This is an optimization exercise on Yosys and OpenROAD, whose aim is small area, not a production implementation. Only simulation tests tie the RTL to the original design; equivalence was not proved. No activity file was given, so power comes from the tool's default toggle rates.

## job 6600
==> flow/design.v <==
module debounce(rst, in, master_clk, out);
    input rst;
    input in;
    input master_clk;
    output out;
    localparam [15:0] POL = 16'hAAAA;
    reg s0n, s1n;         
    reg d;                
    reg [15:0] r;         
    wire [15:0] c = r ^ POL;
    wire s1 = ~s1n;
    wire mm = d ^ s1;     
    wire low_zero = ~|c[14:0];
    wire fb = c[15] ^ c[13] ^ c[12] ^ c[10] ^ low_zero;
    wire term = low_zero & ~c[15];
    wire [15:0] c_next = mm ? {c[14:0], fb} : 16'h0001;
    always @(posedge master_clk) begin
        s0n <= rst | ~in;
        s1n <= s0n;
        r <= c_next ^ POL;
        d <= ~rst & (term ? s1 : d);
    end
    assign out = d;
endmodule
module clocks(master_clk, rst, RESET, fast_tick);
    input master_clk;
    input rst;
    input RESET;
    output fast_tick;
    localparam [16:0] POL = 17'h0AAAA;
    localparam [16:0] C0 = 17'h00001;
    localparam [16:0] T  = 17'h0B4C5;    
    reg [16:0] r;       
    reg fclk;
    wire [16:0] c = r ^ POL;
    wire term = (c == T);
    wire clr = rst | RESET;
    wire [16:0] c_next = (clr | term) ? C0 : {c[15:0], c[16] ^ c[13]};
    always @(posedge master_clk) begin
        r <= c_next ^ POL;
        fclk <= ~clr & (fclk ^ term);
    end
    assign fast_tick = ~RESET & term & ~fclk;
endmodule
module control(clk, rst, RESET, PROCEED, CONFIRM, num_db, sym1, sym2, sym3, sym4);
    input clk;
    input rst;
    input RESET;
    input PROCEED;
    input CONFIRM;
    input [9:0] num_db;
    output reg [3:0] sym1;
    output reg [3:0] sym2;
    output reg [3:0] sym3;
    output reg [3:0] sym4;
    localparam [3:0] SYM_0 = 4'd0;
    localparam [3:0] SYM_1 = 4'd1;
    localparam [3:0] SYM_2 = 4'd2;
    localparam [3:0] SYM_3 = 4'd3;
    localparam [3:0] SYM_4 = 4'd4;
    localparam [3:0] SYM_5 = 4'd5;
    localparam [3:0] SYM_6 = 4'd6;
    localparam [3:0] SYM_7 = 4'd7;
    localparam [3:0] SYM_8 = 4'd8;
    localparam [3:0] SYM_9 = 4'd9;
    localparam [3:0] SYM_L = 4'd10;
    localparam [3:0] SYM_H = 4'd11;
    localparam [3:0] SYM_B = 4'd12;
    localparam [3:0] SYM_C = 4'd13;
    localparam [1:0] IDLE = 2'd0;
    localparam [1:0] CONFIRM_PRESSED = 2'd1;
    localparam [1:0] FAIL = 2'd2;
    localparam [1:0] SUCCESS = 2'd3;
    localparam [2:0] M_ALL = 3'd1;
    localparam [2:0] M_BALL = 3'd0;
    localparam [2:0] M_BLANK = 3'd6;
    localparam [2:0] M_SC = 3'd3;
    localparam [2:0] M_LO = 3'd4;
    localparam [2:0] M_HI = 3'd5;
    localparam [2:0] P_INIT = 3'd0;
    localparam [2:0] P_A = 3'd1;
    localparam [2:0] P_B = 3'd2;
    localparam [2:0] P_C = 3'd3;
    localparam [2:0] P_D = 3'd4;
    reg [1:0] state;
    reg [2:0] numTry;
    reg [3:0] guess;      
    reg [2:0] pos;
    reg [2:0] mode;
    localparam [127:0] LT = 128'h000000000000000701FF001F00070000;
    localparam [127:0] EQ = 128'h00000000000000080200002000080001;
    wire g_lt = LT[{pos, guess}];
    wire g_eq = EQ[{pos, guess}];
    wire [2:0] pos_next = (pos == P_C) ? P_D : (pos == P_B) ? P_C : (pos == P_A) ? P_B : P_A;
    reg [3:0] sel;
    always @(*) begin
        if (num_db[0]) sel = SYM_0;
        else if (num_db[1]) sel = SYM_1;
        else if (num_db[2]) sel = SYM_2;
        else if (num_db[3]) sel = SYM_3;
        else if (num_db[4]) sel = SYM_4;
        else if (num_db[5]) sel = SYM_5;
        else if (num_db[6]) sel = SYM_6;
        else if (num_db[7]) sel = SYM_7;
        else if (num_db[8]) sel = SYM_8;
        else if (num_db[9]) sel = SYM_9;
        else sel = SYM_B;
    end
    always @(posedge clk) begin
        if (rst) begin
            state <= IDLE;
            numTry <= 3'd0;
            pos <= P_INIT;
            mode <= M_ALL;
        end
        else if (RESET) begin
            state <= IDLE;
            numTry <= 3'd4;
            pos <= pos_next;
            mode <= M_BLANK;
        end
        else begin
            case (state)
                SUCCESS: mode <= M_SC;
                FAIL: mode <= M_ALL;
                IDLE: begin
                    if (CONFIRM && guess != SYM_B) begin
                        numTry <= numTry - 3'd1;
                        state <= CONFIRM_PRESSED;
                    end
                    mode <= (mode == M_ALL || mode == M_BALL) ? M_BALL : M_BLANK;
                end
                default: begin  
                    if (g_eq) state <= SUCCESS;
                    else if (numTry == 3'd0) state <= FAIL;
                    if (PROCEED) state <= IDLE;
                    else if (g_lt) mode <= M_LO;
                    else if (!g_eq) mode <= M_HI;
                end
            endcase
        end
        if (RESET) guess <= SYM_B;
        else if (state == IDLE) guess <= sel;
    end
    wire [3:0] nt_sym = (numTry[1:0] == 2'd0) ? SYM_0 : (numTry[1:0] == 2'd1) ? SYM_1 :
                        (numTry[1:0] == 2'd2) ? SYM_2 : SYM_3;
    always @(*) begin
        sym1 = SYM_8; sym2 = SYM_8; sym3 = SYM_8; sym4 = SYM_8;
        if (mode == M_BALL) begin sym1 = SYM_B; sym2 = SYM_B; sym3 = SYM_8; sym4 = guess; end
        if (mode == M_BLANK) begin sym1 = SYM_B; sym2 = SYM_B; sym3 = SYM_B; sym4 = guess; end
        if (mode == M_SC) begin sym1 = SYM_5; sym2 = SYM_C; sym3 = SYM_B; sym4 = numTry[2] ? guess : nt_sym; end
        if (mode == M_LO) begin sym1 = SYM_L; sym2 = SYM_0; sym3 = SYM_B; sym4 = SYM_B; end
        if (mode == M_HI) begin sym1 = SYM_H; sym2 = SYM_1; sym3 = SYM_B; sym4 = SYM_B; end
    end
endmodule
module cathode_and_anode(clk, rst, fast_tick, sym1, sym2, sym3, sym4, cathode, anode);
    input clk;
    input rst;
    input fast_tick;
    input [3:0] sym1;
    input [3:0] sym2;
    input [3:0] sym3;
    input [3:0] sym4;
    output reg [6:0] cathode;
    output reg [3:0] anode;
    reg [1:0] itr;
    reg started;
    reg [3:0] sym;
    always @(posedge clk) begin
        if (rst) begin
            itr <= 2'b00;
            started <= 1'b0;
            sym <= 4'd8;
        end
        else if (fast_tick) begin
            itr <= {itr[0], ~itr[1]};
            started <= 1'b1;
            sym <= (itr == 2'b00) ? sym1 : (itr == 2'b01) ? sym2 : (itr == 2'b11) ? sym3 : sym4;
        end
    end
    always @(*) begin
        if (!started) anode = 4'b0000;
        else if (itr == 2'b01) anode = 4'b0111;
        else if (itr == 2'b11) anode = 4'b1011;
        else if (itr == 2'b10) anode = 4'b1101;
        else anode = 4'b1110;
    end
    always @(*) begin
        cathode = 7'b1111111;
        if (sym == 4'd0) cathode = 7'b1000000;
        if (sym == 4'd1) cathode = 7'b1111001;
        if (sym == 4'd2) cathode = 7'b0100100;
        if (sym == 4'd3) cathode = 7'b0110000;
        if (sym == 4'd4) cathode = 7'b0011001;
        if (sym == 4'd5) cathode = 7'b0010010;
        if (sym == 4'd6) cathode = 7'b0000010;
        if (sym == 4'd7) cathode = 7'b1111000;
        if (sym == 4'd8) cathode = 7'b0000000;
        if (sym == 4'd9) cathode = 7'b0010000;
        if (sym == 4'd10) cathode = 7'b1000111;
        if (sym == 4'd11) cathode = 7'b0001001;
        if (sym == 4'd13) cathode = 7'b1000110;
    end
endmodule
module game(clk,rst,btnU,btnR,btnL,sw,an,seg);
    input clk;
    input rst;  
    input btnR;
    input btnL;
    input btnU;
    input [9:0] sw;
    output [3:0] an;
    output [6:0] seg;
    wire [9:0] num_db;
    wire debouncedRst;
    wire debouncedCfm;
    wire debouncedPcd;
    genvar i;
    generate
        for (i = 0; i < 10; i = i + 1) begin : db_sw
            debounce u(.rst(rst), .in(sw[i]), .master_clk(clk), .out(num_db[i]));
        end
    endgenerate
    debounce debounceRst(.rst(rst),.in(btnR),.master_clk(clk),.out(debouncedRst));
    debounce debounceCfm(.rst(rst),.in(btnL),.master_clk(clk),.out(debouncedCfm));
    debounce debouncePcd(.rst(rst),.in(btnU),.master_clk(clk),.out(debouncedPcd));
    wire fast_tick;
    clocks clk_div(.master_clk(clk),.rst(rst),.RESET(debouncedRst),.fast_tick(fast_tick));
    wire [3:0] sym1, sym2, sym3, sym4;
    control controlUnit(.clk(clk),.rst(rst),.RESET(debouncedRst),.PROCEED(debouncedPcd),
        .CONFIRM(debouncedCfm),.num_db(num_db),.sym1(sym1),.sym2(sym2),.sym3(sym3),.sym4(sym4));
    cathode_and_anode display(.clk(clk),.rst(rst),.fast_tick(fast_tick),.sym1(sym1),.sym2(sym2),
        .sym3(sym3),.sym4(sym4),.cathode(seg),.anode(an));
endmodule
export LEC_CHECK = 0
export CAP_MARGIN = 20
export CORE_MARGIN = 2
export CORE_UTILIZATION = 65
export CTS_BUF_LIST = sky130_fd_sc_hd__clkbuf_8
export CTS_CLUSTER_DIAMETER = 60
export CTS_CLUSTER_SIZE = 20
export PLACE_DENSITY = 0.8
export SLEW_MARGIN = 20
create_clock -name core_clock -period 10.0 [get_ports {clk}]
standard.sh (not shown) runs the stock make flow with config.mk's settings and CLKGATE_MAP_FILE= SYNTH_SCRIPT=/design/flow/synth_recipe.tcl, a recipe that flattens the netlist after the stock synthesis.
==> flow/flow/run.sh <==
#!/bin/bash
# Layout flow: the standard flow (standard.sh), with three changes:
#  - after the standard synthesis, the combinational logic between the
#    registers is mapped again by ABC for area, with each script in flow/abc/
#    (the k_deepsyn* scripts run &deepsyn for 60 s, so their results depend
#    on the machine's speed); the smallest netlist that passes the library
#    check is kept. The
#    registers, their cells, instance names and output nets are unchanged;
#  - the port buffers are buf_1 cells;
#  - the clock tree is built from small clock buffers without dummy loads.
# Each tool writes its full output to its own log file here.
set -euo pipefail
R=orfs/results/sky130hd/game/base
LIB=$FLOW_HOME/platforms/sky130hd/lib/sky130_fd_sc_hd__tt_025C_1v80.lib
YOSYS=$(command -v yosys || echo "$FLOW_HOME/../tools/install/yosys/bin/yosys")
JOBS=${NUM_CORES:-4}

bash standard.sh synth > synth.log 2>&1

cp $R/1_2_yosys.v $R/1_2_yosys_standard.v
DONT_USE=""
for c in $(sed -n '/^export DONT_USE_CELLS/,/^$/p' $FLOW_HOME/platforms/sky130hd/config.mk | grep -o 'sky130_fd_sc_hd__[a-z0-9_]*'); do
  DONT_USE="$DONT_USE -dont_use $c"
done

mkdir -p reopt
# one remapping per ABC script
n_run=0
for s in flow/abc/*.abc; do
  n=$(basename "$s" .abc)
  cat > reopt/$n.ys <<EOS
read_liberty -wb -ignore_miss_func $LIB
read_verilog $R/1_2_yosys_standard.v
hierarchy -top $FLOW_TOP
setattr -mod -unset whitebox -set blackbox 1 =sky130_fd_sc_hd__dfxtp_1 =sky130_fd_sc_hd__edfxtp_1 =sky130_fd_sc_hd__conb_1
rename -hide c:* t:sky130_fd_sc_hd__dfxtp_1 t:sky130_fd_sc_hd__edfxtp_1 %u %d
rename -hide w:_*_
flatten -wb
opt_clean -purge
abc -liberty $LIB -script $s $DONT_USE
opt_clean -purge
hilomap -singleton -hicell sky130_fd_sc_hd__conb_1 HI -locell sky130_fd_sc_hd__conb_1 LO
splitnets
opt_clean -purge
write_verilog -noattr -nohex -nodec reopt/$n.v
EOS
  # check each result against the library as the standard synthesis does
  cat > reopt/$n.check.ys <<EOS
read_liberty -lib $LIB
read_verilog reopt/$n.v
hierarchy -check -top $FLOW_TOP
check -assert -mapped
tee -q -o reopt/$n.stat stat -liberty $LIB
EOS
  ( "$YOSYS" -l reopt/$n.log -q reopt/$n.ys > /dev/null 2>&1 && \
    "$YOSYS" -l reopt/$n.check.log -q reopt/$n.check.ys > /dev/null 2>&1 ) || rm -f reopt/$n.stat &
  n_run=$((n_run + 1))
  if (( n_run % JOBS == 0 )); then wait; fi
done
wait

best=""
best_area=""
for f in reopt/*.stat; do
  [[ -f "$f" ]] || continue
  a=$(grep 'Chip area for module' "$f" | awk '{print $NF}')
  [[ -n "$a" ]] || continue
  if [[ -z "$best" ]] || awk -v a="$a" -v b="$best_area" 'BEGIN{exit !(a < b)}'; then
    best=$(basename "$f" .stat); best_area=$a
  fi
done
{
  echo "standard synthesis: $(grep 'Chip area for' $R/../../../../reports/sky130hd/game/base/synth_stat.txt 2>/dev/null | awk '{print $NF}')"
  for f in reopt/*.stat; do echo "$(basename "$f" .stat): $(grep 'Chip area for module' "$f" | awk '{print $NF}')"; done
  echo "kept: ${best:-standard synthesis}"
} > reopt_summary.txt
if [[ -n "$best" ]]; then
  cp reopt/$best.v $R/1_2_yosys.v
  touch $R/1_2_yosys.v
fi

bash standard.sh \
  BUFFER_PORTS_ARGS="-buffer_cell sky130_fd_sc_hd__buf_1" \
  CTS_ARGS="-sink_clustering_enable -repair_clock_nets -sink_clustering_size 11 -sink_clustering_max_diameter 42 -buf_list sky130_fd_sc_hd__clkbuf_4 -dont_use_dummy_load" \
  finish > standard.log 2>&1
==> flow/flow/abc/k_deepsyn10.abc <==
strash
ifraig
balance
rewrite
refactor
balance
rewrite
rewrite -z
balance
refactor -z
rewrite -z
balance
dc2
balance
rewrite
refactor
balance
rewrite
rewrite -z
balance
refactor -z
rewrite -z
balance
dc2
&get -n
&deepsyn -T 60 -S 10
&put
dch -f
map -a
==> flow/flow/abc/k_deepsyn11.abc <==
strash
ifraig
balance
rewrite
refactor
balance
rewrite
rewrite -z
balance
refactor -z
rewrite -z
balance
dc2
balance
rewrite
refactor
balance
rewrite
rewrite -z
balance
refactor -z
rewrite -z
balance
dc2
&get -n
&deepsyn -T 60 -S 11
&put
dch -f
map -a
==> flow/flow/abc/k_deepsyn12.abc <==
strash
ifraig
balance
rewrite
refactor
balance
rewrite
rewrite -z
balance
refactor -z
rewrite -z
balance
dc2
balance
rewrite
refactor
balance
rewrite
rewrite -z
balance
refactor -z
rewrite -z
balance
dc2
&get -n
&deepsyn -T 60 -S 12
&put
dch -f
map -a
==> flow/flow/abc/k_deepsyn13.abc <==
strash
ifraig
balance
rewrite
refactor
balance
rewrite
rewrite -z
balance
refactor -z
rewrite -z
balance
dc2
balance
rewrite
refactor
balance
rewrite
rewrite -z
balance
refactor -z
rewrite -z
balance
dc2
&get -n
&deepsyn -T 60 -S 13
&put
dch -f
map -a
==> flow/flow/abc/k_deepsyn14.abc <==
strash
ifraig
balance
rewrite
refactor
balance
rewrite
rewrite -z
balance
refactor -z
rewrite -z
balance
dc2
balance
rewrite
refactor
balance
rewrite
rewrite -z
balance
refactor -z
rewrite -z
balance
dc2
&get -n
&deepsyn -T 60 -S 14
&put
dch -f
map -a
==> flow/flow/abc/k_deepsyn15.abc <==
strash
ifraig
balance
rewrite
refactor
balance
rewrite
rewrite -z
balance
refactor -z
rewrite -z
balance
dc2
balance
rewrite
refactor
balance
rewrite
rewrite -z
balance
refactor -z
rewrite -z
balance
dc2
&get -n
&deepsyn -T 60 -S 15
&put
dch -f
map -a
==> flow/flow/abc/k_deepsyn16.abc <==
strash
ifraig
balance
rewrite
refactor
balance
rewrite
rewrite -z
balance
refactor -z
rewrite -z
balance
dc2
balance
rewrite
refactor
balance
rewrite
rewrite -z
balance
refactor -z
rewrite -z
balance
dc2
&get -n
&deepsyn -T 60 -S 16
&put
dch -f
map -a
==> flow/flow/abc/k_deepsyn9.abc <==
strash
ifraig
balance
rewrite
refactor
balance
rewrite
rewrite -z
balance
refactor -z
rewrite -z
balance
dc2
balance
rewrite
refactor
balance
rewrite
rewrite -z
balance
refactor -z
rewrite -z
balance
dc2
&get -n
&deepsyn -T 60 -S 9
&put
dch -f
map -a
Other scripts of this flow, unchanged in this note and not shown: flow/flow/abc/a_r2r2.abc, flow/flow/abc/b_r2dc2.abc, flow/flow/abc/c_r2dc2x2.abc, flow/flow/abc/d_noif.abc, flow/flow/abc/e_x2map.abc, flow/flow/abc/f_x3map.abc, flow/flow/abc/g_r2x4.abc, flow/flow/abc/h_dch.abc, flow/flow/abc/i_r2dc2map2.abc, flow/flow/abc/j_dc2r2.abc, flow/flow/abc/k_deepsyn1.abc, flow/flow/abc/k_deepsyn2.abc, flow/flow/abc/k_deepsyn3.abc, flow/flow/abc/k_deepsyn4.abc, flow/flow/abc/k_deepsyn5.abc, flow/flow/abc/k_deepsyn6.abc, flow/flow/abc/k_deepsyn7.abc, flow/flow/abc/k_deepsyn8.abc
Job 6600 | stages: all done | timing, DRC, antenna: all pass
Input changes introduced in job 2828 (baseline for comparison: job 6600):
diff --git a/flow/flow/run.sh b/flow/flow/run.sh
--- a/flow/flow/run.sh
+++ b/flow/flow/run.sh
@@ -83,3 +83,3 @@
   BUFFER_PORTS_ARGS="-buffer_cell sky130_fd_sc_hd__buf_1" \
-  CTS_ARGS="-sink_clustering_enable -repair_clock_nets -sink_clustering_size 11 -sink_clustering_max_diameter 42 -buf_list sky130_fd_sc_hd__clkbuf_4 -dont_use_dummy_load" \
+  CTS_ARGS="-sink_clustering_enable -repair_clock_nets -sink_clustering_size 12 -sink_clustering_max_diameter 42 -buf_list sky130_fd_sc_hd__clkbuf_4 -dont_use_dummy_load" \
   finish > standard.log 2>&1
removed: flow/flow/abc/k_deepsyn10.abc
removed: flow/flow/abc/k_deepsyn11.abc
removed: flow/flow/abc/k_deepsyn12.abc
removed: flow/flow/abc/k_deepsyn13.abc
removed: flow/flow/abc/k_deepsyn14.abc
removed: flow/flow/abc/k_deepsyn15.abc
removed: flow/flow/abc/k_deepsyn16.abc
removed: flow/flow/abc/k_deepsyn9.abc
## What came out
- Diff job 6600 -> job 2828: wire length has increased, worst-margin pin slew went up 0.16 ns, internal power summed over all cells shows no meaningful change.
The inputs of job 2809 differ from those of job 2828 as listed below.
diff --git a/flow/flow/run.sh b/flow/flow/run.sh
--- a/flow/flow/run.sh
+++ b/flow/flow/run.sh
@@ -83,3 +83,3 @@
   BUFFER_PORTS_ARGS="-buffer_cell sky130_fd_sc_hd__buf_1" \
-  CTS_ARGS="-sink_clustering_enable -repair_clock_nets -sink_clustering_size 12 -sink_clustering_max_diameter 42 -buf_list sky130_fd_sc_hd__clkbuf_4 -dont_use_dummy_load" \
+  CTS_ARGS="-sink_clustering_enable -repair_clock_nets -sink_clustering_size 12 -sink_clustering_max_diameter 38 -buf_list sky130_fd_sc_hd__clkbuf_4 -dont_use_dummy_load" \
   finish > standard.log 2>&1
==> flow/flow/abc/k_deepsyn10.abc (new file) <==
strash
ifraig
balance
rewrite
refactor
balance
rewrite
rewrite -z
balance
refactor -z
rewrite -z
balance
dc2
balance
rewrite
refactor
balance
rewrite
rewrite -z
balance
refactor -z
rewrite -z
balance
dc2
&get -n
&deepsyn -T 60 -S 10
&put
dch -f
map -a
==> flow/flow/abc/k_deepsyn11.abc (new file) <==
strash
ifraig
balance
rewrite
refactor
balance
rewrite
rewrite -z
balance
refactor -z
rewrite -z
balance
dc2
balance
rewrite
refactor
balance
rewrite
rewrite -z
balance
refactor -z
rewrite -z
balance
dc2
&get -n
&deepsyn -T 60 -S 11
&put
dch -f
map -a
==> flow/flow/abc/k_deepsyn12.abc (new file) <==
strash
ifraig
balance
rewrite
refactor
balance
rewrite
rewrite -z
balance
refactor -z
rewrite -z
balance
dc2
balance
rewrite
refactor
balance
rewrite
rewrite -z
balance
refactor -z
rewrite -z
balance
dc2
&get -n
&deepsyn -T 60 -S 12
&put
dch -f
map -a
==> flow/flow/abc/k_deepsyn13.abc (new file) <==
strash
ifraig
balance
rewrite
refactor
balance
rewrite
rewrite -z
balance
refactor -z
rewrite -z
balance
dc2
balance
rewrite
refactor
balance
rewrite
rewrite -z
balance
refactor -z
rewrite -z
balance
dc2
&get -n
&deepsyn -T 60 -S 13
&put
dch -f
map -a
==> flow/flow/abc/k_deepsyn14.abc (new file) <==
strash
ifraig
balance
rewrite
refactor
balance
rewrite
rewrite -z
balance
refactor -z
rewrite -z
balance
dc2
balance
rewrite
refactor
balance
rewrite
rewrite -z
balance
refactor -z
rewrite -z
balance
dc2
&get -n
&deepsyn -T 60 -S 14
&put
dch -f
map -a
==> flow/flow/abc/k_deepsyn15.abc (new file) <==
strash
ifraig
balance
rewrite
refactor
balance
rewrite
rewrite -z
balance
refactor -z
rewrite -z
balance
dc2
balance
rewrite
refactor
balance
rewrite
rewrite -z
balance
refactor -z
rewrite -z
balance
dc2
&get -n
&deepsyn -T 60 -S 15
&put
dch -f
map -a
==> flow/flow/abc/k_deepsyn16.abc (new file) <==
strash
ifraig
balance
rewrite
refactor
balance
rewrite
rewrite -z
balance
refactor -z
rewrite -z
balance
dc2
balance
rewrite
refactor
balance
rewrite
rewrite -z
balance
refactor -z
rewrite -z
balance
dc2
&get -n
&deepsyn -T 60 -S 16
&put
dch -f
map -a
==> flow/flow/abc/k_deepsyn9.abc (new file) <==
strash
ifraig
balance
rewrite
refactor
balance
rewrite
rewrite -z
balance
refactor -z
rewrite -z
balance
dc2
balance
rewrite
refactor
balance
rewrite
rewrite -z
balance
refactor -z
rewrite -z
balance
dc2
&get -n
&deepsyn -T 60 -S 9
&put
dch -f
map -a
## What came out
Overall routed net length in job 2809 vs job 2828: down 2.2%
On clock period minus worst slack, job 2809 and job 2828 are basically level.
Going from job 2828 to job 2809, design area shows no meaningful change; die area shows no meaningful change.
The sequential share of layout area on job 2828 is in line with that on job 2809.
Edits applied to the flow inputs when going from job 2809 to job 6712:
diff --git a/flow/flow/run.sh b/flow/flow/run.sh
--- a/flow/flow/run.sh
+++ b/flow/flow/run.sh
@@ -83,3 +83,3 @@
   BUFFER_PORTS_ARGS="-buffer_cell sky130_fd_sc_hd__buf_1" \
-  CTS_ARGS="-sink_clustering_enable -repair_clock_nets -sink_clustering_size 12 -sink_clustering_max_diameter 38 -buf_list sky130_fd_sc_hd__clkbuf_4 -dont_use_dummy_load" \
+  CTS_ARGS="-sink_clustering_enable -repair_clock_nets -sink_clustering_size 12 -sink_clustering_max_diameter 42 -buf_list sky130_fd_sc_hd__clkbuf_4 -dont_use_dummy_load" \
   finish > standard.log 2>&1
--- outcome ---
As far as non-filler instance count after layout is concerned, job 6712 and job 2809 perform about the same. Against job 2809 as the reference, job 6712 delivers a lower number of clock buffer instances in the layout. | worst hold slack | job 6712 vs job 2809 | 0.011 ns lower |. Of job 6712 and job 2809, it is job 6712 that has the lower met2 track demand over resource in global routing. On total via count in the routed design, job 2809 and job 6712 are basically level. Job 6712: done, clean on timing, DRC and antenna. | slack of the worst reg-to-reg path | higher: job 6712 |. Job 6712: final routed wirelength across all metal layers is 120 um lower than what job 2809 reported.

-- static timing again, ports no longer ideal --
In the flow no input, the clock included, has a driving cell. The finished layouts below were timed again as built, in two steps. Step 1 assumes that a clkbuf_16 drives the clock port and a buf_2 every other input. Step 2 also shifts input and output timing later by t, the mid clock arrival at the registers, as if the neighbouring blocks saw the same clock. Three values: no drivers, after step 1, after step 2; two values: the first two.
run | t (ns) | setup WS [ns] | slew at the worst register clock pin (ns) | worst data-port slew with drivers (ns)
job 6600 | 0.629 | 5.925 / 5.890 / 6.171 | 0.11 / 0.11 | 0.05
job 2828 | 0.662 | 5.866 / 5.832 / 6.087 | 0.12 / 0.12 | 0.05
job 2809 | 0.678 | 5.863 / 5.829 / 6.178 | 0.12 / 0.12 | 0.04
job 6712 | 0.664 | 5.664 / 5.629 / 6.265 | 0.12 / 0.12 | 0.04
After both steps every run listed still meets setup and hold.
